What follows belongs to an exercise in optimizing a design on an open flow for small area, a short achievable clock period and few clock cycles per item; a production flow would make more cautious choices.
RTL that was checked went through simulation tests only; none was proved equivalent to the original.
No functional check of the RTL was part of runs 1, 2 and 6.
Power figures rest on the tool's default switching activity, not on a simulated workload.

===== design.v =====
module mips_div64(
  input  logic         clk,
  input  logic         reset,
  input  logic [63:0]  srcA,
  input  logic [63:0]  srcB,
  input  logic [4:0]   rob_ptr_in,
  input  logic [1:0]   hilo_prf_ptr_in,
  input  logic         is_signed_div,
  input  logic         start_div,
  output logic [127:0] y,
  output logic [4:0]   rob_ptr_out,
  output logic [1:0]   hilo_prf_ptr_out,
  output logic         ready,
  output logic         complete
);
   localparam integer LG_G = 2;
   localparam integer G = 1 << LG_G;
   localparam integer DW = 66 + G - 1;
   localparam logic [1:0] IDLE = 2'd0, SETUP = 2'd1, ITER = 2'd2, DONE = 2'd3;
   logic [1:0]    r_state;
   logic [64:0]   r_R;        
   logic [DW-1:0] r_D;        
   logic [63:0]   r_Q;        
   logic [6:0]    r_lsA, r_lsB;
   logic [5:0]    r_cnt;
   logic          r_negA, r_qneg, r_inv, r_bz;
   logic [4:0]    r_rob;
   logic [1:0]    r_hilo;
   function automatic logic [6:0] clz64(input logic [63:0] x);
      logic [31:0] z1, c1;
      logic [15:0] z2; logic [31:0] c2;
      logic [7:0]  z3; logic [23:0] c3;
      logic [3:0]  z4; logic [15:0] c4;
      logic [1:0]  z5; logic [9:0]  c5;
      logic        z6; logic [5:0]  c6;
      for (int i = 0; i < 32; i++) begin
         z1[i] = ~(x[2*i+1] | x[2*i]);
         c1[i] = ~x[2*i+1];
      end
      for (int i = 0; i < 16; i++) begin
         z2[i] = z1[2*i+1] & z1[2*i];
         c2[2*i +: 2] = z1[2*i+1] ? {1'b1, c1[2*i]} : {1'b0, c1[2*i+1]};
      end
      for (int i = 0; i < 8; i++) begin
         z3[i] = z2[2*i+1] & z2[2*i];
         c3[3*i +: 3] = z2[2*i+1] ? {1'b1, c2[4*i +: 2]} : {1'b0, c2[4*i+2 +: 2]};
      end
      for (int i = 0; i < 4; i++) begin
         z4[i] = z3[2*i+1] & z3[2*i];
         c4[4*i +: 4] = z3[2*i+1] ? {1'b1, c3[6*i +: 3]} : {1'b0, c3[6*i+3 +: 3]};
      end
      for (int i = 0; i < 2; i++) begin
         z5[i] = z4[2*i+1] & z4[2*i];
         c5[5*i +: 5] = z4[2*i+1] ? {1'b1, c4[8*i +: 4]} : {1'b0, c4[8*i+4 +: 4]};
      end
      z6 = z5[1] & z5[0];
      c6 = z5[1] ? {1'b1, c5[4:0]} : {1'b0, c5[9:5]};
      clz64 = z6 ? 7'd64 : {1'b0, c6};
   endfunction
   logic       sA, sB, qn, bz;
   logic [6:0] lsB;
   assign sA  = is_signed_div & srcA[63];
   assign sB  = is_signed_div & srcB[63];
   assign qn  = sA ^ sB;
   assign bz  = ~|srcB;
   assign lsB = clz64(srcB ^ {64{sB}});
   logic [7:0]    k;
   logic          exit_now;
   logic [DW-1:0] d_lv [LG_G:6];
   logic          fill;
   assign k        = {1'b0, r_lsB} - {1'b0, r_lsA} + {7'd0, r_negA};
   assign exit_now = r_bz | k[7];
   assign fill     = ~r_qneg;
   assign d_lv[LG_G] = {r_D[DW-G:0], {(G-1){fill}}};
   for (genvar l = LG_G; l < 6; l++) begin : g_sh
      assign d_lv[l+1] = k[l] ? {d_lv[l][DW-1-(1<<l):0], {(1<<l){fill}}} : d_lv[l];
   end
   logic [DW-1:0] xs, sum;
   logic          cin, zero, acc;
   assign xs  = {{(DW-65){r_R[64]}}, r_R};
   assign cin = ~r_qneg;
   assign sum = xs + r_D + {{(DW-1){1'b0}}, cin};
   logic [DW-1:0] zt;
   assign zt   = (xs ^ r_D) ^ {(xs[DW-2:0] | r_D[DW-2:0]), cin};
   assign zero = ~|zt;
   assign acc  = r_negA ? (sum[DW-1] | zero) : ~sum[DW-1];
   logic start, inv_n;
   assign start = (r_state == IDLE) & start_div;
   assign inv_n = r_qneg & acc;
   always_ff @(posedge clk) begin
      if (reset) begin
         r_state <= IDLE;
      end else begin
         case (r_state)
           IDLE:  if (start_div) r_state <= SETUP;
           SETUP: r_state <= exit_now ? IDLE : ITER;
           ITER:  if (r_cnt == 6'd0) r_state <= DONE;
           DONE:  r_state <= IDLE;
         endcase
      end
   end
   always_ff @(posedge clk) begin
      if (start) begin
         r_lsA  <= clz64(srcA ^ {64{sA}});
         r_lsB  <= lsB[6] ? 7'd63 : lsB;
         r_negA <= sA;
         r_qneg <= qn;
         r_bz   <= bz;
         r_rob  <= rob_ptr_in;
         r_hilo <= hilo_prf_ptr_in;
      end
      if (start)
        r_R <= {sA, srcA};
      else if (((r_state == SETUP) & r_qneg | (r_state == ITER)) & acc)
        r_R <= sum[64:0];
      if (r_state == SETUP) begin
         r_inv <= inv_n;
         r_cnt <= k[5:0] | (G - 1);
      end else begin
         r_cnt <= r_cnt - 6'd1;
      end
   end
   always_ff @(posedge clk) begin
      if (start)
        r_D <= {{(DW-64){sB}}, srcB} ^ {DW{~qn}};
      else if (r_state == SETUP)
        r_D <= d_lv[6];
      else
        r_D <= {r_D[DW-1], r_D[DW-1:1]};
      if (start)
        r_Q <= bz ? (qn ? 64'd1 : '1) : '0;
      else if (r_state == SETUP)
        r_Q <= {64{inv_n}};
      else
        r_Q <= {r_Q[62:0], acc ^ r_inv};
   end
   assign complete         = (r_state == DONE) | ((r_state == SETUP) & exit_now);
   assign ready            = (r_state == IDLE) & ~start_div;
   assign y                = {r_R[63:0], r_Q};
   assign rob_ptr_out      = r_rob;
   assign hilo_prf_ptr_out = r_hilo;
endmodule

===== run.sh =====
#!/bin/bash
# synth_recipe.tcl (not shown) runs the flow's synth.tcl, then flattens the netlist and writes it again
# the make line also repeats each setting of config.mk as NAME=value (left out here)
make -C /OpenROAD-flow-scripts/flow DESIGN_CONFIG=/design/flow/config.mk WORK_HOME=/design/flow/orfs CLKGATE_MAP_FILE= SYNTH_SCRIPT=/design/flow/synth_recipe.tcl finish

===== config.mk =====
export PLATFORM = sky130hd
export DESIGN_NAME = mips_div64
export DESIGN_NICKNAME = mips_div64
export VERILOG_FILES = /design/flow/design.v
export SDC_FILE = /design/flow/constraint.sdc
export NUM_CORES = 4
export LEC_CHECK = 0
export CAP_MARGIN = 20
export CORE_MARGIN = 2
export CORE_UTILIZATION = 40
export SLEW_MARGIN = 20

===== constraint.sdc =====
create_clock -name core_clock -period 4.0 [get_ports {clk}]
set_input_delay 0.8000 -clock core_clock [delete_from_list [all_inputs] [get_ports {clk}]]
set_output_delay 0.8000 -clock core_clock [all_outputs]
set_load 0.01 [all_outputs]

==> impl_metrics.ini, run 1 <==
[clocking]
cts_buffers = 28
clockBufferDepth = 3
ctsHoldBuffers = 0
path_clk_slew_ns = 0.06
clockRootBuffer = clkbuf_16
htree_levels = 1
cts_tree = built
clkLatencyLatePin_ns = 0.60
numClockSinks = 230

[run_status]
status = complete, but fails checks
violations = setup timing

[global_route]
grt_start_max_net_pins = 72
track_usage = 0.320
grt_pass1_wl_um = 135000
grt_antenna_before_repair = 0
grt_pass1_vias = 20700
grt_overflow = 0

[setup_path]
critPathMaxFanout = 21
critical-path-top-delay-family = compound AO/OA/AOI/OAI gates
worstPathCellList = inv_1 > ha_1 > ha_1 > and3b_1 > o21a_1 > buf_4 > buf_4 > or2_4 > buf_6 > mux2i_1 > mux2_2 > nor2_1 > a211oi_1 > a21oi_1 > nand3_1 > o21ai_1
r2r_cells = 16
arrival_ns = 4.28
cp.required_ns = 4.27
crit_buf_inv = 4
path_class = flip-flop to flip-flop
endpoint_kind = flip-flop
crit_slowest_cell = edfxtp_1
critPathLaunch = r_lsA[1]
reg2reg_from = r_lsA[1]
cp.depth = 16
max_stage_delay_ns = 0.48
rrSetupSlack_ns = -0.009
cp-start-kind = flip-flop
crit_path_end = r_D[68]
r2r-end = r_D[68]

[timing]
finalCritPeriodShare = 1.00
drv_slew = 0
fin_crit_ns = 4.01
setup_viol = 1
worst_slew_pin_slew_ns = 0.840
setup_tns_ns = -0.00904
timing.slew.headroom = 0.440
layout_setup_ws_ns = -0.00904
timing.fmax_ghz = 0.249
whs_ns = 0.423
hold_violations = 0
rsz0062_at_grt = yes
finalClockSkew_ns = 0.0342

[logic_synthesis]
ys.flop_type = dfxtp_1
synth_area_um2 = 21400
yosysWarnings = 2
synth_edf_count = 90
synth_nets = 3018
syn_avg_cell_area_um2 = 7.87
ys_seq_area_frac = 0.257
syn_inst = 2723
synth_area_leader_cell = dfxtp_1
ys_types = 83
synth_seq_cells = 230
synth_area_leaders = dfxtp_1 (13%), edfxtp_1 (13%), ha_1 (9.0%), mux2i_1 (6.4%), a21oi_1 (5.3%)
async_reset_ff_frac = 0
synth_top_area_share = 0.131

[detailed_routing]
wl_per_cell_um = 24.7
drt-initial-drc-count = 2163
vias_per_cell = 5.87
finalWirelength_um = 92700
ant_nets = 0
route.detailed.drc = 0
num_vias = 22000
dr.pass1.iters = 6

[place]
gp_congestion = 1.04
port_buffers = 275
placedCellCount = 3692
hpwl_um = 76300
post-place-ws_ns = -0.212

[power]
power.total_mw = 23.4
powerDensity_nw_per_um2 = 868
ir_worst_vdd_uv = 418
p_leak_nw = 11.9

[die]
core_area_um2 = 52800
boundaryPins = 276
die_width_um = 235
dieHeight_um = 235
die_area_um2 = 55400
num_rows = 84
start_util = 0.406

[final_layout]
layout-drive-gt1-share = 0.123
layoutNonFillerInstCount = 3748
areaGrowthSynthToFinish_pct = 25.6
fin_nets = 3334
fillers = 5170
antenna_cells = 0

[min_path]
hp-start = r_cnt[0]
hp-class = flip-flop to flip-flop

[run]
maxCapViolations = 0
==> how the worst min path moves through the flow <==
stage               endpoint  slack (ns)  cells past startpoint
finish              r_cnt[0]        0.42                      1
global route        r_cnt[0]        0.44                      1
CTS                 r_cnt[0]        0.42                      1
detailed placement  r_cnt[0]        0.40                      1
global placement    r_cnt[0]        0.40                      1
floorplan           r_cnt[0]        0.38                      1
==> logic make-up after synthesis <==
family / Yosys count / share of synthesized area
muxes: 166 / 0.0834
DFF: 230 / 0.257
adders and majority gates: 156 / 0.0918
AOI/OAI and AO/OA: 760 / 0.225
xor gates and xnor gates: 183 / 0.0748
and+or+nand+nor: 785 / 0.173
buffers and inverters: 443 / 0.0949
==> state kept, by name (all words and copies together), names as in the netlist, 2 cells and up, named ones only <==
name,flops
r_Q,64
r_lsB,6
r_rob,5
r_D,69
r_hilo,2
r_R,65
r_cnt,6
r_lsA,7
==> final cells by class <==
type | count | area [um2] | share of cell area
clock buffers | 38 | 769 | 0.0286
clock inverters | 13 | 124 | 0.00460
inverters | 192 | 723 | 0.0269
multi-input cells | 2050 | 14000 | 0.522
flip-flops and latches | 230 | 5510 | 0.205
well taps | 688 | 861 | 0.0320
repair buffers | 537 | 4880 | 0.181
==> cells in the final DEF (no fill, tap or decap), drive strengths merged, types with 25 or more instances in the layout <==
cell type      count
a211oi            26
a21o              97
a21oi            228
a31oi             39
buf              263
clkbuf            38
clkdlybuf4s50    274
dfxtp            140
edfxtp            90
ha               154
inv              194
mux2i            138
nand2            222
nand2b            27
nand3             84
nand4             47
nor2             213
nor2b             25
nor3              60
nor4              26
o211ai            40
o21ai            173
xnor2            103
xor2              80
==> stage by stage <==
stage,util,area [um2]
finish,0.510,26900
global route,0.510,26900
detailed placement,0.491,25900
floorplan,-,21400
CTS,0.509,26800
global placement,0.491,25900
==> routing by layer <==
metal,GRT usage,vias to the layer above,routed length (um)
li1,-,10300,-
met1,0.428,10700,39700
met5,0,-,0
met2,0.528,928,43000
met3,0.0365,148,6110
met4,0.121,0,3910
==> synth_stat cells, drive strengths merged (27+ instances only) <==
master and instances:
a21oi 228, o21ai 173, xor2 80, nand3 84, mux2i 138, nand2 222, nor3 60, o211ai 40
a21o 97, nand2b 27, buf 139, ha 154, clkbuf 112, edfxtp 90, nand4 47, dfxtp 140
xnor2 103, a31oi 39, inv 192, nor2 213
==> timing repair <==
action                                  4_1_cts  5_1_grt
endpoints found under the setup margin        2        7
setup buffers                                 1        4
gates resized for setup                       8       11
cloned                                        0        0
pin swaps                                     2        6
==> power by group <==
group	internal [mW]	switching, mW	leakage [nW]	total, mW
clock	1.42	1.11	0.437	2.53
sequential	3.53	0.796	2.03	4.33
combinational	6.79	9.70	9.48	16.5
==> worst register-to-register path, stage by stage (launching register included) <==
cell,delay (ns)
edfxtp_1,0.48
inv_1,0.11
ha_1,0.23
ha_1,0.28
and3b_1,0.19
o21a_1,0.21
buf_4,0.14
buf_4,0.14
or2_4,0.34
buf_6,0.23
mux2i_1,0.38
mux2_2,0.26
nor2_1,0.04
a211oi_1,0.25
a21oi_1,0.12
nand3_1,0.11
o21ai_1,0.20
==> run 2, diff against run 1 <==
--- a/design.v
+++ b/design.v
@@ -81,3 +81,3 @@
    assign cin = ~r_qneg;
-   assign sum = xs + r_D + {{(DW-1){1'b0}}, cin};
+   sk_add #(.W(DW)) u_add (.a(xs), .b(r_D), .cin(cin), .s(sum));
    logic [DW-1:0] zt;
@@ -142 +142,24 @@
 endmodule
+module sk_add #(parameter integer W = 8)
+  (input logic [W-1:0] a, input logic [W-1:0] b, input logic cin,
+   output logic [W-1:0] s);
+   localparam integer N = W + 1;            
+   localparam integer L = $clog2(N);
+   logic [N-1:0] g [0:L];
+   logic [N-1:0] p [0:L];
+   assign g[0] = {a & b, cin};
+   assign p[0] = {a ^ b, 1'b0};
+   for (genvar l = 0; l < L; l++) begin : g_lv
+      for (genvar i = 0; i < N; i++) begin : g_b
+         if ((i >> l) & 1) begin : g_n
+            localparam integer J = ((i >> l) << l) - 1;
+            assign g[l+1][i] = g[l][i] | (p[l][i] & g[l][J]);
+            assign p[l+1][i] = p[l][i] & p[l][J];
+         end else begin : g_c
+            assign g[l+1][i] = g[l][i];
+            assign p[l+1][i] = p[l][i];
+         end
+      end
+   end
+   assign s = (a ^ b) ^ g[L][W-1:0];
+endmodule
==> impl_metrics.ini, run 2 <==
[die]
num_rows = 82
dieHeight_um = 230
core_area_um2 = 50300
die_width_um = 230
start_util = 0.407
boundaryPins = 276
die_area_um2 = 52900

[logic_synthesis]
synth_top_area_share = 0.137
ys_seq_area_frac = 0.269
synth_nets = 2833
syn_inst = 2533
synth_area_leader_cell = dfxtp_1
syn_avg_cell_area_um2 = 8.07
ys_types = 79
async_reset_ff_frac = 0
synth_edf_count = 90
synth_seq_cells = 230
ys.flop_type = dfxtp_1
synth_area_um2 = 20400
synth_area_leaders = dfxtp_1 (14%), edfxtp_1 (13%), ha_1 (9.4%), mux2i_1 (5.6%), nand2_1 (5.3%)
synth.most_common_cell = nand2_1
synth_common_cells = nand2_1 (286), nor2_1 (193), inv_1 (191), a21oi_1 (156), ha_1 (154)
yosysWarnings = 5

[power]
ir_worst_vdd_uv = 421
p_int_mw = 10.2
power_frac_clock = 0.135
switching_share = 0.477
power.total_mw = 19.6
powerDensity_nw_per_um2 = 774
power_frac_comb = 0.636
p_switching_mw = 9.34
p_leak_nw = 11.1
pwr-share-seq = 0.229

[global_route]
grt_pass1_wl_um = 125000
grt_pass1_vias = 19600
grt_antenna_before_repair = 2
track_usage = 0.313
grt_start_max_net_pins = 112
grt_overflow = 0

[clocking]
cts_buffers = 29
cts_tree = built
ctsHoldBuffers = 0
path_clk_slew_ns = 0.06
numClockSinks = 230
clockRootBuffer = clkbuf_16
clkLatencyLatePin_ns = 0.60
htree_levels = 1
clockBufferDepth = 3

[place]
post-place-ws_ns = 0.0480
dpl-instance-area_um2 = 24200
hpwl_um = 68500
placedCellCount = 3410
gp_congestion = 1.02
port_buffers = 275

[final_layout]
multi_input_area_um2 = 13200
most-common-layout-cells = nand2_1 (284), clkdlybuf4s50_1 (274), nor2_1 (189), inv_1 (188), a21oi_1 (155)
layoutNonFillerInstCount = 3474
layout-drive-gt1-share = 0.112
layout_commonest_cell = nand2_1
fillers = 4908
areaGrowthSynthToFinish_pct = 23.6
top_regs = r_D: 69 flops, r_R: 65 flops, r_Q: 64 flops
design_area_um2 = 25300
max_flop_register = r_D
regArea_um2 = 5510
fin_nets = 3078
final_core_util = 0.502
largest_reg_flops = 69

[setup_path]
endpoint_kind = output port
max_stage_delay_ns = 0.48
path_class = flip-flop to output port
cpMostUsedCell = o21a_1
critical-path-top-delay-family = compound AO/OA/AOI/OAI gates
worstPathCellList = ha_4 > inv_1 > ha_1 > and3b_1 > o21a_1 > o21a_1 > o21a_2 > o21a_1 > o21ai_2 > a21oi_2 > o21bai_1 > buf_2
cp-start-kind = flip-flop
cp.required_ns = 3.20
critPathMaxFanout = 3
crit_buf_inv = 2
crit_slowest_cell = edfxtp_1
arrival_ns = 3.08

[timing]
hold_violations = 0
timing.fmax_ghz = 0.258
fin_crit_ns = 3.88
timing.slew.headroom = 0.333
finalCritPeriodShare = 0.971
drv_slew = 0
setup_viol = 0
finalClockSkew_ns = 0.0201
worst_slew_pin_slew_ns = 1.00
layout_setup_ws_ns = 0.117
rsz0062_at_grt = yes

[detailed_routing]
num_vias = 20500
dr.pass1.iters = 7
finalWirelength_um = 85400
ant_nets = 0
drt-initial-drc-count = 1803
vias_per_cell = 5.89
wl_per_cell_um = 24.6
route.detailed.drc = 0

[min_path]
hp-class = flip-flop to flip-flop

[run]
maxCapViolations = 0

[run_status]
status = complete, no violations
## run 2: power groups by stage
stage	sequential (mW)	combinational [mW]	clock, mW
3_5_place_dp	4.52	12.1	0
3_3_place_gp	4.50	12.0	0
6_report	4.47	12.4	2.65
4_1_cts	4.47	12.2	2.68
2_1_floorplan	4.19	7.61	0
5_1_grt	4.55	13.3	2.76
## run 2: timing repair
item,4_1_cts,5_1_grt
setup buffers,2,7
setup endpoints to repair,1,1
gates resized for setup,5,6
pin swaps,1,9
## run 2: worst reg2reg max path, cell delays in order (launching register included)
cell and delay, ns:
edfxtp_1 0.48, ha_4 0.21, inv_1 0.04, ha_1 0.21, and3b_1 0.18, o21a_1 0.22, buf_4 0.14, nor2_4 0.12
buf_12 0.31, mux2i_1 0.49, mux2i_1 0.36, mux2i_1 0.29, nor2_1 0.07, o21ai_0 0.34, buf_4 0.19, a31oi_1 0.08
## run 2: cell type report
cell class,count,share of cell area
inverters,193,0.0288
flip-flops and latches,230,0.218
repair buffers,425,0.159
clock inverters,10,0.00282
clock buffers,44,0.0346
well taps,672,0.0333
diodes,1,0.0000991
multi-input cells,1899,0.523
## run 2: cell families (layout without fill, tap and decap cells)
kind of cell,Yosys count,in the layout,synth area share
AND/OR/NAND/NOR,855,855,0.208
AO/OA/AOI/OAI,603,603,0.194
buffers and inverters,404,672,0.0894
flip-flops,230,230,0.269
adder cells (fa/ha/maj),161,161,0.101
XOR/XNOR,146,146,0.0625
multiplexers,134,134,0.0756
other,0,1,0
## run 2: per-stage QoR
step,hold slack (ns),setup TNS (ns)
after floorplan,0.379,-0.612
after global placement,0.394,0
after detailed placement,0.414,0
after CTS,0.427,0
after global routing,0.431,-0.0435
final,0.418,0
## run 2: routing by layer
layer,global-route usage,up-vias,part of all wire,wire [um]
met2,0.517,901,0.47,39800
met3,0.0427,154,0.076,6500
li1,-,9489,-,-
met4,0.116,2,0.042,3560
met5,0,-,0.00014,12
met1,0.417,9917,0.42,35500
## run 2: worst paths after layout
path,start,slack (ns),cells after the start,endpoint
worst max-delay path,r_lsA[0],0.12,12,complete
worst min-delay path,r_cnt[0],0.42,1,r_cnt[0]
worst max register to register,r_lsA[0],0.13,15,r_D[65]
worst min register to register,r_cnt[0],0.42,1,r_cnt[0]
==> run 3, diff against run 2 <==
--- a/design.v
+++ b/design.v
@@ -146,3 +146,4 @@
    localparam integer N = W + 1;            
-   localparam integer L = $clog2(N);
+   localparam integer L = (N > 128) ? 8 : (N > 64) ? 7 : (N > 32) ? 6 : (N > 16) ? 5 :
+                          (N > 8) ? 4 : (N > 4) ? 3 : (N > 2) ? 2 : 1;
    logic [N-1:0] g [0:L];
--- a/config.mk
+++ b/config.mk
@@ -10,2 +10,3 @@
 export CORE_UTILIZATION = 40
+export SETUP_SLACK_MARGIN = 1.5
 export SLEW_MARGIN = 20
==> impl_metrics.ini, run 3 <==
[run_status]
status = complete, no violations

[timing]
setup_viol = 0
worst_slew_pin_slew_ns = 1.08
timing.slew.headroom = 0.283
whs_ns = 0.412
drv_slew = 0
finalClockSkew_ns = 0.0349
setup_tns_ns = 0
timing.fmax_ghz = 0.256
hold_violations = 0
rsz0062_at_grt = yes
finalCritPeriodShare = 0.978
fin_crit_ns = 3.91

[logic_synthesis]
yosysWarnings = 5
synth_area_um2 = 20400
ys_seq_area_frac = 0.269
syn_inst = 2533
ys_types = 79
synth_top_area_share = 0.137
synth_common_cells = nand2_1 (286), nor2_1 (193), inv_1 (191), a21oi_1 (156), ha_1 (154)
async_reset_ff_frac = 0
synth_nets = 2833
syn_avg_cell_area_um2 = 8.07
synth_area_leaders = dfxtp_1 (14%), edfxtp_1 (13%), ha_1 (9.4%), mux2i_1 (5.6%), nand2_1 (5.3%)
synth_area_leader_cell = dfxtp_1
synth_edf_count = 90
synth_seq_cells = 230
ys.flop_type = dfxtp_1
synth.most_common_cell = nand2_1

[final_layout]
layout-drive-gt1-share = 0.289
layout_commonest_cell = nand2_1
most-common-layout-cells = nand2_1 (270), clkdlybuf4s50_1 (232), buf_4 (212), inv_1 (183), nor2_1 (175)
antenna_cells = 0
top_regs = r_D: 69 flops, r_R: 65 flops, r_Q: 64 flops
areaGrowthSynthToFinish_pct = 49.3
fin_nets = 3279
max_flop_register = r_D
design_area_um2 = 30500
largest_reg_flops = 69
layoutNonFillerInstCount = 3673

[die]
num_rows = 82
start_util = 0.407
dieHeight_um = 230
core_area_um2 = 50300
boundaryPins = 276
die_width_um = 230
die_area_um2 = 52900

[clocking]
ctsHoldBuffers = 0
numClockSinks = 230
cts_buffers = 28
clockBufferDepth = 3
clkLatencyLatePin_ns = 0.60
cts_tree = built
htree_levels = 1
path_clk_slew_ns = 0.06
clockRootBuffer = clkbuf_16

[setup_path]
max_stage_delay_ns = 0.37
arrival_ns = 3.11
path_class = flip-flop to output port
critPathLaunch = r_lsA[1]
cp-start-kind = flip-flop
cp.required_ns = 3.20
reg2reg_from = r_R[0]
endpoint_kind = output port
critPathMaxFanout = 2
crit_slowest_cell = edfxtp_1
worstPathCellList = inv_1 > ha_1 > ha_1 > and3b_1 > o21a_1 > o21a_1 > o21a_2 > o21a_1 > o21ai_2 > a21oi_1 > o21bai_1 > buf_2
cpMostUsedCell = o21a_1

[power]
p_switching_mw = 11.2
pwr-share-seq = 0.182
power_frac_clock = 0.122
p_leak_nw = 13.2
ir_worst_vdd_uv = 457
switching_share = 0.458
power.total_mw = 24.4
powerDensity_nw_per_um2 = 800
p_int_mw = 13.2
power_frac_comb = 0.696

[global_route]
grt_start_max_net_pins = 89
grt_antenna_before_repair = 0
grt_overflow = 0
grt_pass1_wl_um = 130000
grt_pass1_vias = 20400
track_usage = 0.322

[detailed_routing]
drt-initial-drc-count = 2221
vias_per_cell = 5.98
dr.pass1.iters = 6
route.detailed.drc = 0
finalWirelength_um = 92100
wl_per_cell_um = 25.1
ant_nets = 0
num_vias = 22000

[place]
port_buffers = 275
hpwl_um = 66400
placedCellCount = 3403
gp_congestion = 1.02
dpl-instance-area_um2 = 24500

[min_path]
hp-start = r_cnt[0]
hp-class = flip-flop to flip-flop

[run]
maxCapViolations = 0
==> run 3: cell counts after synthesis <==
Identical to the previous run, type by type.
==> run 3: through the flow <==
| stage | setup WS, ns | util |
|---|---|---|
| after detailed placement | 0.152 | 0.486 |
| final | 0.0898 | 0.607 |
| after CTS | 0.0859 | 0.552 |
| after global routing | 0.000407 | 0.607 |
| after floorplan | -0.00656 | - |
| after global placement | 0.160 | 0.486 |
==> run 3: routing by layer <==
metal  wire length, um  GRT usage  share of wire  vias up
met3              8040     0.0413          0.087      266
met4              6020      0.160          0.065        0
li1                  -          -              -     9887
met2             41800      0.519           0.45     1140
met1             36200      0.424           0.39    10700
met5                 0          0              0        -
==> run 3: final cells by class <==
class	count	area, um2
Fill cell	4302	19700
Inverter	193	753
Clock buffer	36	890
Multi-Input combinational cell	1900	15600
Tap cell	672	841
Timing Repair Buffer	625	6690
Sequential cell	230	5530
Clock inverter	16	200
Timing Repair inverter	1	11.3
==> run 3: worst max-delay path: cells and delay by family, from the launching register on <==
family	cells	cell delay [ns]
flip-flops	1	0.37
adder cells (fa/ha/maj)	2	0.48
AND/OR/NAND/NOR	1	0.19
buffers and inverters	2	0.24
AO/OA/AOI/OAI	7	1.22
==> run 3: final timing paths <==
check,end,slack (ns),cells past startpoint
worst max-delay path,complete,0.09,12
worst min-delay path,r_cnt[0],0.41,1
worst max register to register,r_R[35],0.36,14
worst min register to register,r_cnt[0],0.41,1
==> run 3: what timing repair did <==
item                       in CTS  in global routing
pin swaps                      57                162
cloned                         18                 11
resized for setup             223                415
buffers inserted               88                101
setup endpoints to repair     274                280
==> run 3: logic make-up (layout without fill, tap and decap cells) <==
family	count (synthesis)	in the layout	share of synthesized area
AOI/OAI and AO/OA	603	603	0.194
DFF	230	230	0.269
adders and majority gates	161	161	0.101
xor gates and xnor gates	146	146	0.0625
and+or+nand+nor	855	856	0.208
buffers and inverters	404	871	0.0894
muxes	134	134	0.0756
==> run 3: power by group through the flow <==
stage | logic, mW | clock network, mW | registers [mW]
2_1_floorplan | 7.94 | 0 | 4.20
3_3_place_gp | 12.0 | 0 | 4.47
3_5_place_dp | 12.1 | 0 | 4.49
4_1_cts | 14.1 | 2.99 | 4.44
5_1_grt | 17.8 | 3.08 | 4.51
6_report | 17.0 | 2.98 | 4.45
Testbench counts of run 3, summed over its fixed seeds: cycles 34,505, items 2,400.
==> run 4, diff against run 3 <==
--- a/config.mk
+++ b/config.mk
@@ -10,3 +10,3 @@
 export CORE_UTILIZATION = 40
-export SETUP_SLACK_MARGIN = 1.5
+export SETUP_SLACK_MARGIN = 1.0
 export SLEW_MARGIN = 20
==> impl_metrics.ini, run 4 <==
[min_path]
hp-start = r_cnt[0]
hold_depth = 1
hp-class = flip-flop to flip-flop
hold_end = r_cnt[0]

[detailed_routing]
ant_nets = 0
finalWirelength_um = 92700
num_vias = 21700
route.detailed.drc = 0
dr.pass1.iters = 6
wl_per_cell_um = 25.2
drt-initial-drc-count = 2034
vias_per_cell = 5.90

[timing]
drv_slew = 0
rsz0062_at_grt = yes
setup_viol = 0
fin_crit_ns = 3.89
finalClockSkew_ns = 0.0362
finalCritPeriodShare = 0.972
setup_tns_ns = 0
hold_violations = 0
timing.fmax_ghz = 0.257
worst_slew_pin_slew_ns = 1.06
whs_ns = 0.414
layout_setup_ws_ns = 0.114
timing.slew.headroom = 0.293

[final_layout]
largest_reg_flops = 69
multi_input_area_um2 = 15600
top_regs = r_D: 69 flops, r_R: 65 flops, r_Q: 64 flops
antenna_cells = 0
most-common-layout-cells = clkdlybuf4s50_1 (272), nand2_1 (267), buf_4 (204), inv_1 (181), nor2_1 (178)
regArea_um2 = 5540
layout-drive-gt1-share = 0.286
max_flop_register = r_D
fin_nets = 3284
fillers = 4337
layoutNonFillerInstCount = 3679
layout_commonest_cell = clkdlybuf4s50_1
design_area_um2 = 30500
final_core_util = 0.607
areaGrowthSynthToFinish_pct = 49.2

[place]
port_buffers = 275
placedCellCount = 3406
dpl-instance-area_um2 = 24300
gp_congestion = 1.04
hpwl_um = 67700
post-place-ws_ns = 0.0983

[power]
ir_worst_vdd_uv = 599
p_leak_nw = 12.8
powerDensity_nw_per_um2 = 813
power.total_mw = 24.8

[logic_synthesis]
synth_seq_cells = 230
synth_area_um2 = 20400
synth_top_area_share = 0.137
async_reset_ff_frac = 0
syn_avg_cell_area_um2 = 8.07
synth_common_cells = nand2_1 (286), nor2_1 (193), inv_1 (191), a21oi_1 (156), ha_1 (154)
ys.flop_type = dfxtp_1
synth_edf_count = 90
yosysWarnings = 5
synth_area_leader_cell = dfxtp_1
ys_types = 79
synth_area_leaders = dfxtp_1 (14%), edfxtp_1 (13%), ha_1 (9.4%), mux2i_1 (5.6%), nand2_1 (5.3%)
ys_seq_area_frac = 0.269
synth_nets = 2833
syn_inst = 2533
synth.most_common_cell = nand2_1

[global_route]
grt_pass1_wl_um = 133000
grt_pass1_vias = 20800
grt_antenna_before_repair = 1
track_usage = 0.332
grt_start_max_net_pins = 103
grt_overflow = 0

[clocking]
path_clk_slew_ns = 0.06
cts_buffers = 29
htree_levels = 1
clockBufferDepth = 3
numClockSinks = 230
cts_tree = built
clockRootBuffer = clkbuf_16
clkLatencyLatePin_ns = 0.61
ctsHoldBuffers = 0

[die]
start_util = 0.407
die_area_um2 = 52900
num_rows = 82
dieHeight_um = 230
die_width_um = 230
core_area_um2 = 50300
boundaryPins = 276

[setup_path]
path_class = flip-flop to output port
endpoint_kind = output port
critPathMaxFanout = 2
arrival_ns = 3.09
rrSetupSlack_ns = 0.29
r2r_cells = 15
cp-start-kind = flip-flop
r2r-end = r_R[7]
cp.required_ns = 3.20
reg2reg_from = r_D[28]

[run]
maxCapViolations = 0

[run_status]
status = complete, no violations
run 4: changes by cell type in the layout (fill, tap and decap cells not counted), moves of 6 or more:
cell             delta
clkdlybuf4s50_1    +40
dlymetal6s2s_1     -38
buf_4               -8
clkbuf_16           -8
a21oi_1             +7
ha_4                +7
a211oi_2            +6
buf_12              +6
buf_8               +6
run 4: critical path, stage by stage, from the launching register on:
cell,delay (ns)
edfxtp_1,0.39
inv_2,0.09
ha_4,0.21
ha_4,0.22
and3b_1,0.17
o21a_1,0.18
o21a_1,0.18
o21a_2,0.21
o21a_1,0.22
o21ai_2,0.16
a21oi_2,0.08
o21bai_1,0.20
buf_2,0.17
run 4: cell type report:
class                           instances  share of cell area
Timing Repair Buffer                  631               0.223
Inverter                              193              0.0240
Clock inverter                         16             0.00541
Clock buffer                           38              0.0280
Multi-Input combinational cell       1899               0.510
Sequential cell                       230               0.182
Tap cell                              672              0.0276
run 4: where the power goes:
part / internal, mW / switching [mW] / leakage [nW]
Combinational: 8.20 / 9.36 / 10.3
Sequential: 3.54 / 0.897 / 2.03
Clock: 1.65 / 1.17 / 0.507
Total: 13.4 / 11.4 / 12.8
run 4: kinds of logic after synthesis:
kind of cell,synth area share
compound gates,0.194
xor+xnor,0.0625
fa+ha+maj,0.101
buf+inv,0.0894
flops,0.269
mux,0.0756
simple gates,0.208
run 4: timing repair:
item,4_1_cts,5_1_grt
buffers inserted,133,62
gates cloned,20,4
endpoints found under the setup margin,244,256
pin swaps,123,159
resized for setup,400,262
run 4: per-layer routing:
| layer | global-route usage | up-vias | wire, um |
|---|---|---|---|
| met2 | 0.536 | 1038 | 42800 |
| met5 | 0 | - | 13 |
| met1 | 0.429 | 10500 | 37000 |
| met4 | 0.162 | 2 | 5510 |
| met3 | 0.0588 | 217 | 7430 |
| li1 | - | 9919 | - |
run 4: worst max-delay path by stage:
stage | startpoint | slack (ns) | endpoint
2_1_floorplan | r_qneg | -0.008 | r_R[0]
3_3_place_gp | r_negA | 0.13 | complete
3_5_place_dp | r_lsA[1] | 0.1 | complete
4_1_cts | r_lsA[1] | 0.10 | complete
5_1_grt | r_lsA[1] | 0.02 | complete
6_report | r_lsA[1] | 0.11 | complete
==> run 5, diff against run 4 <==
--- a/config.mk
+++ b/config.mk
@@ -10,3 +10,2 @@
 export CORE_UTILIZATION = 40
-export SETUP_SLACK_MARGIN = 1.0
 export SLEW_MARGIN = 20
==> impl_metrics.ini, run 5 <==
[run_status]
status = complete, no violations

[global_route]
grt_start_max_net_pins = 112
grt_pass1_vias = 19600
grt_overflow = 0
grt_antenna_before_repair = 2
grt_pass1_wl_um = 125000
track_usage = 0.313

[timing]
worst_slew_pin_slew_ns = 1.00
timing.fmax_ghz = 0.258
rsz0062_at_grt = yes
hold_violations = 0
timing.slew.headroom = 0.333
finalCritPeriodShare = 0.971
setup_viol = 0
drv_slew = 0
whs_ns = 0.418
fin_crit_ns = 3.88
finalClockSkew_ns = 0.0201

[logic_synthesis]
synth_area_leader_cell = dfxtp_1
synth_common_cells = nand2_1 (286), nor2_1 (193), inv_1 (191), a21oi_1 (156), ha_1 (154)
synth_area_um2 = 20400
synth.most_common_cell = nand2_1
synth_top_area_share = 0.137
async_reset_ff_frac = 0
syn_avg_cell_area_um2 = 8.07
ys.flop_type = dfxtp_1
ys_types = 79
ys_seq_area_frac = 0.269
syn_inst = 2533
synth_area_leaders = dfxtp_1 (14%), edfxtp_1 (13%), ha_1 (9.4%), mux2i_1 (5.6%), nand2_1 (5.3%)
synth_seq_cells = 230
synth_edf_count = 90
yosysWarnings = 5
synth_nets = 2833

[power]
powerDensity_nw_per_um2 = 774
p_leak_nw = 11.1
ir_worst_vdd_uv = 421

[clocking]
clockBufferDepth = 3
path_clk_slew_ns = 0.06
clockRootBuffer = clkbuf_16
cts_buffers = 29
htree_levels = 1
clkLatencyLatePin_ns = 0.60
numClockSinks = 230
cts_tree = built

[detailed_routing]
dr.pass1.iters = 7
route.detailed.drc = 0
vias_per_cell = 5.89
drt-initial-drc-count = 1803
num_vias = 20500
finalWirelength_um = 85400
ant_nets = 0
wl_per_cell_um = 24.6

[die]
core_area_um2 = 50300
dieHeight_um = 230
die_width_um = 230
start_util = 0.407
boundaryPins = 276
die_area_um2 = 52900
num_rows = 82

[setup_path]
path_class = flip-flop to output port
cp.required_ns = 3.20
cp-start-kind = flip-flop
endpoint_kind = output port
critPathMaxFanout = 3
arrival_ns = 3.08

[place]
port_buffers = 275
dpl-instance-area_um2 = 24200
hpwl_um = 68500
gp_congestion = 1.02

[final_layout]
layout-drive-gt1-share = 0.112
top_regs = r_D: 69 flops, r_R: 65 flops, r_Q: 64 flops
most-common-layout-cells = nand2_1 (284), clkdlybuf4s50_1 (274), nor2_1 (189), inv_1 (188), a21oi_1 (155)
design_area_um2 = 25300
largest_reg_flops = 69
fin_nets = 3078
layout_commonest_cell = nand2_1
areaGrowthSynthToFinish_pct = 23.6
fillers = 4908
max_flop_register = r_D

[min_path]
hp-class = flip-flop to flip-flop

[run]
maxCapViolations = 0
run 5: cell counts after synthesis:
No cell type changed its count.
run 5: logic make-up (layout without fill, tap and decap cells):
group	after synthesis	after routing	synth area share
multiplexers	134	134	0.0756
adder cells (fa/ha/maj)	161	161	0.101
other	0	1	0
buffers and inverters	404	672	0.0894
XOR/XNOR	146	146	0.0625
AO/OA/AOI/OAI	603	603	0.194
AND/OR/NAND/NOR	855	855	0.208
flip-flops	230	230	0.269
run 5: power breakdown:
part           leakage [nW]  switching, mW  internal, mW
sequential             2.03          0.953          3.52
clock                 0.474           1.13          1.51
combinational          8.64           7.25          5.19
run 5: layout make-up:
class                           instances  area (um2)  area share
Tap cell                              672         841      0.0333
Sequential cell                       230        5510       0.218
Multi-Input combinational cell       1899       13200       0.523
Antenna cell                            1        2.50   0.0000991
Clock inverter                         10        71.3     0.00282
Clock buffer                           44         875      0.0346
Timing Repair Buffer                  425        4020       0.159
Inverter                              193         727      0.0288
run 5: metrics by stage:
stage	cells	power, mW	setup TNS [ns]	utilization	setup slack (ns)
after floorplan	2533	11.8	-0.612	-	-0.00942
after global placement	3410	16.5	0	0.482	0.123
after detailed placement	3410	16.6	0	0.482	0.0480
after CTS	3466	19.3	0	0.501	0.0332
after global routing	3473	20.6	-0.0435	0.502	-0.0355
final	3474	19.6	0	0.502	0.117
run 5: final timing paths:
check | start | end | slack (ns) | cells after the start
worst max-delay path | r_lsA[0] | complete | 0.12 | 12
worst min-delay path | r_cnt[0] | r_cnt[0] | 0.42 | 1
worst max register to register | r_lsA[0] | r_D[65] | 0.13 | 15
worst min register to register | r_cnt[0] | r_cnt[0] | 0.42 | 1
run 5: repair_timing:
action                                  in CTS  in global routing
setup buffers                                2                  7
resized for setup                            5                  6
endpoints found under the setup margin       1                  1
hold buffers                                 0                  0
pin swaps                                    1                  9
run 5: critical path: stages (launching register included):
cell and delay, ns:
edfxtp_1 0.48, ha_4 0.20, inv_1 0.04, ha_1 0.21
and3b_1 0.18, o21a_1 0.21, o21a_1 0.19, o21a_2 0.22
o21a_1 0.22, o21ai_2 0.15, a21oi_2 0.07, o21bai_1 0.13
buf_2 0.16
run 5: routing by layer:
layer / share of wire / wire [um] / vias up / GRT usage
met3: 0.076 / 6500 / 154 / 0.0427
met1: 0.42 / 35500 / 9917 / 0.417
li1: - / - / 9489 / -
met4: 0.042 / 3560 / 2 / 0.116
met2: 0.47 / 39800 / 901 / 0.517
met5: 0.00014 / 12 / - / 0
==> run 6, diff against run 5 <==
--- a/design.v
+++ b/design.v
@@ -25,3 +25,3 @@
    logic [5:0]    r_cnt;
-   logic          r_negA, r_qneg, r_inv, r_bz;
+   logic          r_negA, r_qneg, r_inv, r_exit;
    logic [4:0]    r_rob;
@@ -60,14 +60,14 @@
    logic       sA, sB, qn, bz;
-   logic [6:0] lsB;
-   assign sA  = is_signed_div & srcA[63];
-   assign sB  = is_signed_div & srcB[63];
-   assign qn  = sA ^ sB;
-   assign bz  = ~|srcB;
-   assign lsB = clz64(srcB ^ {64{sB}});
+   logic [6:0] lsA, lsB, lsB63;
+   assign sA    = is_signed_div & srcA[63];
+   assign sB    = is_signed_div & srcB[63];
+   assign qn    = sA ^ sB;
+   assign bz    = ~|srcB;
+   assign lsA   = clz64(sA ? {~srcA[62:0], 1'b1} : srcA);
+   assign lsB   = clz64(srcB ^ {64{sB}});
+   assign lsB63 = {1'b0, lsB[5:0] | {6{lsB[6]}}};
    logic [7:0]    k;
-   logic          exit_now;
    logic [DW-1:0] d_lv [LG_G:6];
    logic          fill;
-   assign k        = {1'b0, r_lsB} - {1'b0, r_lsA} + {7'd0, r_negA};
-   assign exit_now = r_bz | k[7];
+   sk_add #(.W(8)) u_k (.a({1'b0, r_lsB}), .b(~{1'b0, r_lsA}), .cin(1'b1), .s(k));
    assign fill     = ~r_qneg;
@@ -95,3 +95,3 @@
            IDLE:  if (start_div) r_state <= SETUP;
-           SETUP: r_state <= exit_now ? IDLE : ITER;
+           SETUP: r_state <= r_exit ? IDLE : ITER;
            ITER:  if (r_cnt == 6'd0) r_state <= DONE;
@@ -103,7 +103,7 @@
       if (start) begin
-         r_lsA  <= clz64(srcA ^ {64{sA}});
-         r_lsB  <= lsB[6] ? 7'd63 : lsB;
+         r_lsA  <= lsA;
+         r_lsB  <= lsB63;
+         r_exit <= bz | (lsA > lsB63);
          r_negA <= sA;
          r_qneg <= qn;
-         r_bz   <= bz;
          r_rob  <= rob_ptr_in;
@@ -136,3 +136,3 @@
    end
-   assign complete         = (r_state == DONE) | ((r_state == SETUP) & exit_now);
+   assign complete         = (r_state == DONE) | ((r_state == SETUP) & r_exit);
    assign ready            = (r_state == IDLE) & ~start_div;
==> flow/run.sh (new file) <==
#!/bin/bash
# Standard ORFS layout (the standard.sh) with one change to how it is
# made: the port buffers use the smallest buffer cell instead of the delay
# buffer buffer_ports picks by default.  All of make's output goes to
# standard_flow.log here.
set -euo pipefail
export BUFFER_PORTS_ARGS="-buffer_cell sky130_fd_sc_hd__buf_1"
bash standard.sh > standard_flow.log 2>&1
==> standard.sh (new file) <==
#!/bin/bash
# synth_recipe.tcl (not shown) runs the flow's synth.tcl, then flattens the netlist and writes it again
# the make line also repeats each setting of config.mk as NAME=value (left out here)
make -C /OpenROAD-flow-scripts/flow DESIGN_CONFIG=/design/flow/config.mk WORK_HOME=/design/flow/orfs CLKGATE_MAP_FILE= SYNTH_SCRIPT=/design/flow/synth_recipe.tcl "${@:-finish}"
removed: run.sh
==> impl_metrics.ini, run 6 <==
[run_status]
status = complete, no violations

[setup_path]
r2r_cells = 13
worstPathCellList = buf_2 > nand2_1 > inv_4 > buf_4 > and3_1 > a32oi_1 > nand4b_1 > buf_4 > nand2_1 > a21boi_0 > o21ai_0 > a21oi_1 > ha_1 > and3_1 > a221o_1 > a21oi_1 > o31ai_1
endpoint_kind = flip-flop
critPathLaunch = is_signed_div
crit_buf_inv = 4
r2r-end = r_R[49]
cp.depth = 17
cp-start-kind = primary input
max_stage_delay_ns = 0.49
arrival_ns = 4.21
reg2reg_from = r_D[50]
crit_slowest_cell = a21boi_0
path_class = primary input to flip-flop
critPathMaxFanout = 13
cp.required_ns = 4.32
crit_path_end = r_exit
rrSetupSlack_ns = 0.14
critical-path-top-delay-family = compound AO/OA/AOI/OAI gates

[logic_synthesis]
synth_edf_count = 89
ys_seq_area_frac = 0.277
syn_avg_cell_area_um2 = 8.08
synth_top_area_share = 0.142
synth_common_cells = nand2_1 (286), a21oi_1 (206), nor2_1 (200), inv_1 (183), ha_1 (152)
synth_nets = 2747
synth_seq_cells = 229
ys.flop_type = dfxtp_1
async_reset_ff_frac = 0
syn_inst = 2448
synth.most_common_cell = nand2_1
synth_area_um2 = 19800
ys_types = 92
synth_area_leader_cell = dfxtp_1
yosysWarnings = 8
synth_area_leaders = dfxtp_1 (14%), edfxtp_1 (14%), ha_1 (9.6%), nand2_1 (5.4%), a21oi_1 (5.2%)

[global_route]
track_usage = 0.320
grt_antenna_before_repair = 1
grt_overflow = 0
grt_start_max_net_pins = 94
grt_pass1_wl_um = 123000
grt_pass1_vias = 19600

[timing]
setup_viol = 0
timing.fmax_ghz = 0.257
worst_slew_pin_slew_ns = 0.897
whs_ns = 0.403
finalClockSkew_ns = 0.0266
fin_crit_ns = 3.89
hold_violations = 0
drv_slew = 0
timing.slew.headroom = 0.402
rsz0062_at_grt = yes
finalCritPeriodShare = 0.973

[detailed_routing]
drt-initial-drc-count = 2013
ant_nets = 0
finalWirelength_um = 83600
wl_per_cell_um = 23.0
dr.pass1.iters = 6
vias_per_cell = 5.62
route.detailed.drc = 0
num_vias = 20400

[die]
die_area_um2 = 51200
die_width_um = 226
start_util = 0.405
boundaryPins = 276
num_rows = 81
core_area_um2 = 48800
dieHeight_um = 226

[place]
hpwl_um = 68200
port_buffers = 275
placedCellCount = 3578
dpl-instance-area_um2 = 23800
gp_congestion = 1.05

[final_layout]
multi_input_area_um2 = 12800
max_flop_register = r_D
design_area_um2 = 24800
regArea_um2 = 5480
layoutNonFillerInstCount = 3633
areaGrowthSynthToFinish_pct = 25.6
largest_reg_flops = 69
top_regs = r_D: 69 flops, r_R: 65 flops, r_Q: 64 flops
most-common-layout-cells = buf_4 (369), nand2_1 (285), buf_1 (274), a21oi_1 (206), nor2_1 (198)
fin_nets = 3245
fillers = 4855
layout_commonest_cell = buf_4
antenna_cells = 0
layout-drive-gt1-share = 0.181

[power]
ir_worst_vdd_uv = 544
p_leak_nw = 11.0
power.total_mw = 21.5
powerDensity_nw_per_um2 = 864

[clocking]
cts_buffers = 29
clkLatencyLatePin_ns = 0.59
clockBufferDepth = 3
htree_levels = 1
clockRootBuffer = clkbuf_16
path_clk_slew_ns = 0.06
cts_tree = built
numClockSinks = 229

[run]
maxCapViolations = 0

[min_path]
hp-class = primary input to flip-flop
[run 6: logic make-up after synthesis]
group                    count (synthesis)  share of synthesized area
AND/OR/NAND/NOR                        770                      0.178
AO/OA/AOI/OAI                          615                      0.198
buffers and inverters                  374                     0.0864
flip-flops                             229                      0.277
XOR/XNOR                               171                     0.0757
adder cells (fa/ha/maj)                160                      0.104
multiplexers                           129                     0.0805
[run 6: power breakdown]
group | internal [mW] | leakage (nW) | switching (mW)
Clock | 1.72 | 0.506 | 1.12
Combinational | 5.67 | 8.46 | 8.50
Sequential | 3.64 | 2.02 | 0.818
Total | 11.0 | 11.0 | 10.4
[run 6: timing repair]
item	CTS	global route
hold buffers	0	0
pin swaps	0	6
endpoints found under the setup margin	1	90
resized for setup	1	12
cloned	0	0
setup buffers	0	1
[run 6: stage by stage]
step | setup slack (ns) | setup TNS, ns | utilization
after detailed placement | -0.674 | -0.674 | 0.486
after global placement | -0.582 | -0.582 | 0.486
after global routing | -0.0877 | -0.0877 | 0.509
after floorplan | -0.637 | -41.42 | -
final | 0.108 | 0 | 0.509
after CTS | 0.0413 | 0 | 0.507
[run 6: area by class of cell]
| type | count | area share |
|---|---|---|
| Tap cell | 664 | 0.0334 |
| Inverter | 184 | 0.0280 |
| Timing Repair Buffer | 657 | 0.163 |
| Clock inverter | 10 | 0.00574 |
| Clock buffer | 44 | 0.0356 |
| Multi-Input combinational cell | 1845 | 0.514 |
| Sequential cell | 229 | 0.220 |
[run 6: how the worst min path moves through the flow]
stage	from	endpoint	slack [ns]	cells after the start
after CTS	hilo_prf_ptr_in[1]	r_hilo[1]	0.39	1
after global placement	r_cnt[0]	r_cnt[0]	0.38	1
after floorplan	r_cnt[0]	r_cnt[0]	0.37	1
final	hilo_prf_ptr_in[1]	r_hilo[1]	0.40	1
after detailed placement	r_cnt[0]	r_cnt[0]	0.41	1
after global routing	hilo_prf_ptr_in[1]	r_hilo[1]	0.39	1
[run 6: per-layer routing]
metal | part of all wire | track usage | up-vias
met5 | 0 | 0 | -
li1 | - | - | 9573
met2 | 0.47 | 0.524 | 850
met4 | 0.051 | 0.146 | 0
met1 | 0.41 | 0.419 | 9832
met3 | 0.072 | 0.0426 | 164

[afterwards: timing with drivers on the ports]
In the flow no input, the clock included, has a driving cell. The finished layouts below were timed again as built, in two steps.
Step 1 assumes that a clkbuf_16 drives the clock port and a buf_2 every other input.
Step 2, shift: input delay + t, output delay - t, t = (earliest + latest rising clock arrival at the registers) / 2. This alone moves slack from input paths to output paths.
Three values: ideal, step 1, step 2; two values: the first two.
| run | t (ns) | slack for setup (ns) | worst data-port slew with drivers (ns) |
|---|---|---|---|
| run 1 | 0.644 | -0.009 / -0.009 / -0.187 | 0.05 |
| run 2 | 0.649 | 0.117 / 0.060 / 0.013 | 0.05 |
| run 3 | 0.645 | 0.090 / 0.030 / 0.363 | 0.06 |
| run 4 | 0.646 | 0.114 / 0.056 / 0.287 | 0.06 |
| run 5 | 0.649 | 0.117 / 0.060 / 0.013 | 0.05 |
| run 6 | 0.631 | 0.108 / 0.137 / -0.486 | 0.05 |
With both steps, setup timing fails in run 6, where it was met with ideal ports. The setup slack of run 6, which loses most, moves by +0.029 ns with the drivers and by -0.594 ns with both steps.
